This design comes from an exercise in tuning for small area, a short achievable clock period and few clock cycles per item on the open sky130 flow, not from production work. RTL that was checked went through simulation tests only; none was proved equivalent to the original. No activity file was given, so power comes from the tool's default toggle rates.

==> run G: inputs <==
==> flow/design.v (excerpt) <==
module non_restoring_div #(parameter N = 16) (
    input  logic clk, rst_n, start,
    input  logic [N-1:0] dividend, divisor,
    output logic [N-1:0] quotient, remainder,
    output logic ready
);
==> module non_restoring_div, before the edit <==
module non_restoring_div #(parameter N = 16) (
    input  logic clk, rst_n, start,
    input  logic [N-1:0] dividend, divisor,
    output logic [N-1:0] quotient, remainder,
    output logic ready
);
    localparam W = $clog2(N);
    function automatic logic [W:0] blen(input logic [N-1:0] x);
        blen = '0;
        for (int i = 0; i < N; i++)
            if (x[i]) blen = i + 1;
    endfunction
    logic [N-1:0] r, d, q;
    logic [W-1:0] cnt;
    logic         busy, align;
    logic [W:0]   la, ld;
    logic [W+1:0] s;
    logic         accept;
    logic [N:0]   diff;
    assign la     = blen(dividend);
    assign ld     = blen(divisor);
    assign s      = {1'b0, la} - {1'b0, ld};
    assign accept = start && !busy && divisor != '0;
    assign diff   = {1'b0, r} - {1'b0, d};
    always_ff @(posedge clk or negedge rst_n) begin
        if (!rst_n) begin
            busy  <= 1'b0;
            ready <= 1'b0;
        end else if (accept) begin
            busy  <= !s[W+1];
            ready <= s[W+1];
        end else begin
            busy  <= busy && (align || cnt != '0);
            ready <= busy && !align && cnt == '0;
        end
    end
    always_ff @(posedge clk) begin
        if (accept) begin
            r     <= dividend;
            d     <= divisor;
            q     <= '0;
            cnt   <= s[W-1:0];
            align <= 1'b1;
        end else if (align) begin
            d     <= d << cnt;
            align <= 1'b0;
        end else begin
            if (!diff[N]) r <= diff[N-1:0];
            d   <= d >> 1;
            q   <= {q[N-2:0], !diff[N]};
            cnt <= cnt - 1'b1;
        end
    end
    assign quotient  = q;
    assign remainder = r;
endmodule
make LEC_CHECK=0 ABC_CLOCK_PERIOD_IN_PS=2000 CAP_MARGIN=20 CORE_MARGIN=2 CORE_UTILIZATION=40 SETUP_SLACK_MARGIN=3.0 SLEW_MARGIN=20 finish   # period 5.0 ns
run.sh (not shown) runs the stock make flow with config.mk's settings and CLKGATE_MAP_FILE= SYNTH_SCRIPT=/design/flow/synth_recipe.tcl, a recipe that flattens the netlist after the stock synthesis.
==> run X (differences from run G) <==
==> flow/design.v (replaced) <==
module non_restoring_div #(parameter N = 16) (
    input  logic clk, rst_n, start,
    input  logic [N-1:0] dividend, divisor,
    output logic [N-1:0] quotient, remainder,
    output logic ready
);
    localparam W = $clog2(N);
    function automatic logic [3:0] lead16(input logic [15:0] x);
        logic [3:0] v;
        logic [1:0] e [4];
        for (int k = 0; k < 4; k++) begin
            v[k] = |x[4*k +: 4];
            e[k] = x[4*k+3] ? 2'd3 : x[4*k+2] ? 2'd2 : x[4*k+1] ? 2'd1 : 2'd0;
        end
        lead16[3] = v[3] | v[2];
        lead16[2] = v[3] | (!v[2] & v[1]);
        lead16[1:0] = v[3] ? e[3] : v[2] ? e[2] : v[1] ? e[1] : e[0];
    endfunction
    function automatic logic [N:0] sub(input logic [N-1:0] x, y, input int M);
        logic [N-1:0] g, p;
        g = ~x & y;
        p = ~(x ^ y);
        for (int l = 0; (2 << l) <= M; l++)
            for (int i = 0; i < M; i++)
                if ((i + 1) % (2 << l) == 0) begin
                    g[i] = g[i] | (p[i] & g[i - (1 << l)]);
                    p[i] = p[i] & p[i - (1 << l)];
                end
        for (int l = $clog2(M) - 2; l >= 0; l--)
            for (int i = 0; i < M; i++)
                if ((i + 1) % (2 << l) == (1 << l) && i >= (2 << l)) begin
                    g[i] = g[i] | (p[i] & g[i - (1 << l)]);
                    p[i] = p[i] & p[i - (1 << l)];
                end
        sub = '0;
        sub[M] = g[M-1];
        sub[N-1:0] = x ^ y ^ {g[N-2:0], 1'b0};
    endfunction
    logic [N-1:0] r, d, q;
    logic [W-1:0] cnt;
    logic         busy, align;
    logic [N:0]   s;
    logic         below, accept, last;
    logic [W-1:0] amt;
    logic [N-1:0] rot;
    logic [N:0]   diff;
    assign s      = sub({{(N-W){1'b0}}, lead16(dividend)},
                        {{(N-W){1'b0}}, lead16(divisor)}, W);
    assign below  = s[W];
    assign accept = start && !busy && divisor != '0;
    logic step;
    assign step   = !align || cnt == '0;
    assign last   = align ? cnt == '0 : cnt == '1;
    assign amt    = cnt;
    logic [N-1:0] rot1, rot2, rot4;
    assign rot1 = amt[0] ? {d[N-2:0],    1'b0}  : d;
    assign rot2 = amt[1] ? {rot1[N-3:0], 2'b0}  : rot1;
    assign rot4 = amt[2] ? {rot2[N-5:0], 4'b0}  : rot2;
    assign rot  = amt[3] ? {rot4[N-9:0], 8'b0}  : rot4;
    assign diff   = sub(r, d, N);
    always_ff @(posedge clk or negedge rst_n) begin
        if (!rst_n) begin
            busy  <= 1'b0;
            ready <= 1'b0;
        end else if (accept) begin
            busy  <= !below;
            ready <= below;
        end else begin
            busy  <= busy && !last;
            ready <= busy && last;
        end
    end
    always_ff @(posedge clk) begin
        align <= !busy;
        if (!busy) begin
            r   <= dividend;
            d   <= divisor;
            q   <= '0;
            cnt <= s[W-1:0];
        end else begin
            if (step && !diff[N]) r <= diff[N-1:0];
            d   <= align ? rot : d >> 1;
            q   <= {q[N-2:0], step && !diff[N]};
            cnt <= cnt - 1'b1;
        end
    end
    assign quotient  = q;
    assign remainder = r;
endmodule
==> flow/flow/run.sh (new file) <==
#!/bin/bash
set -euo pipefail
W=$PWD
S=$FLOW_HOME/scripts
mkdir -p "$W/mysyn"
sed "s#set abc_script \$::env(SCRIPTS_DIR)/abc_area.script#set abc_script $W/flow/abc.script#" \
  "$S/synth_preamble.tcl" > "$W/mysyn/synth_preamble.tcl"
sed "s#source \$::env(SCRIPTS_DIR)/synth_preamble.tcl#source $W/mysyn/synth_preamble.tcl#" \
  "$S/synth.tcl" > "$W/mysyn/synth.tcl"
sed "s#source \$::env(SCRIPTS_DIR)/synth.tcl#source $W/mysyn/synth.tcl#" \
  "$W/synth_recipe.tcl" > "$W/mysyn/synth_recipe.tcl"
grep -q "$W/flow/abc.script" "$W/mysyn/synth_preamble.tcl"
grep -q "$W/mysyn/synth_preamble.tcl" "$W/mysyn/synth.tcl"
grep -q "$W/mysyn/synth.tcl" "$W/mysyn/synth_recipe.tcl"
export BUFFER_PORTS_ARGS="-buffer_cell sky130_fd_sc_hd__buf_1"
bash standard.sh ADDER_MAP_FILE= SYNTH_SCRIPT="$W/mysyn/synth_recipe.tcl" finish > flow.log 2>&1
==> flow/flow/abc.script (new file) <==
strash
dch
map -B 0.9
topo
stime -c
==> flow/standard.sh (new file) <==
#!/bin/bash
# synth_recipe.tcl (not shown) runs the flow's synth.tcl, then flattens the netlist and writes it again
# the make line also repeats each setting of config.mk as NAME=value (left out here)
make -C /OpenROAD-flow-scripts/flow DESIGN_CONFIG=/design/flow/config.mk WORK_HOME=/design/flow/orfs CLKGATE_MAP_FILE= SYNTH_SCRIPT=/design/flow/synth_recipe.tcl "${@:-finish}"
- ABC_AREA: unset -> 1
- ABC_CLOCK_PERIOD_IN_PS: 2000 -> unset
- PLACE_DENSITY: unset -> 0.85
- SETUP_SLACK_MARGIN: 3.0 -> 2.6
removed: flow/run.sh
==> comparison table <==
                                                                             run G           run X
Outcome                                                             finished clean  finished clean
CP Max Fanout                                                                    3               8
Fraction of the mapped netlist area in simple logic gates                    16.1%           32.4%
Area Growth Syn to Fin                                                       57.6%           18.0%
Clock group share of total power                                              6.6%           10.1%
Power density normalized to cell area                                   755 nW/µm²      737 nW/µm²
Max-Slew Margin vs Limit                                                     43.3%           51.6%
Share of power burned in combinational logic                                 69.5%           59.8%
Fraction of cell area in non-clock buffers                                   23.2%           6.87%
RD Place Congestion                                                          0.863           0.998
Met2 WL post-DR                                                            6840 µm         4890 µm
Area of the placeable core                                                9730 µm²        8300 µm²
Register clock-pin slew on the reported worst setup and hold paths          110 ps          100 ps
Tap cells                                                                      133             105
Die width                                                                   104 µm         97.2 µm
Hold Worst Slack                                                            517 ps          447 ps
Drt initial violations                                                         215             257
Detailed placement HPWL                                                    8740 µm         7460 µm
Testbench counts of run X, summed over its fixed seeds: cycles 14,351, items 3,200.
For run G, only the layout was checked, not whether the RTL still works.

## afterwards: timing with drivers on the ports
The flow's constraints put no driver on any port. The routed layouts listed below were extracted and timed again, unchanged, in two steps. Step 1 assumes that a clkbuf_16 drives the clock port and a buf_2 every other input. Step 2 adds t to the input delays and takes it off the output delays; t is the mean of the earliest and latest rising clock arrival at the registers after step 1. Input paths then give back, and output paths get back, about the clock's delay inside the block. Three values: no drivers, after step 1, after step 2; two values: the first two.
run	shift t [ns]	setup slack, ns	worst hold slack (ns)	latest minus earliest clock arrival (ns)
run G	0.347	2.234 / 2.216 / 1.869	0.517 / 0.517 / 0.517	0.012 / 0.012
run X	0.339	2.733 / 2.733 / 2.475	0.447 / 0.442 / 0.447	0.013 / 0.013
After both steps every run listed still meets setup and hold. The setup slack of run G, which loses most, moves by -0.018 ns with the drivers and by -0.365 ns with both steps.
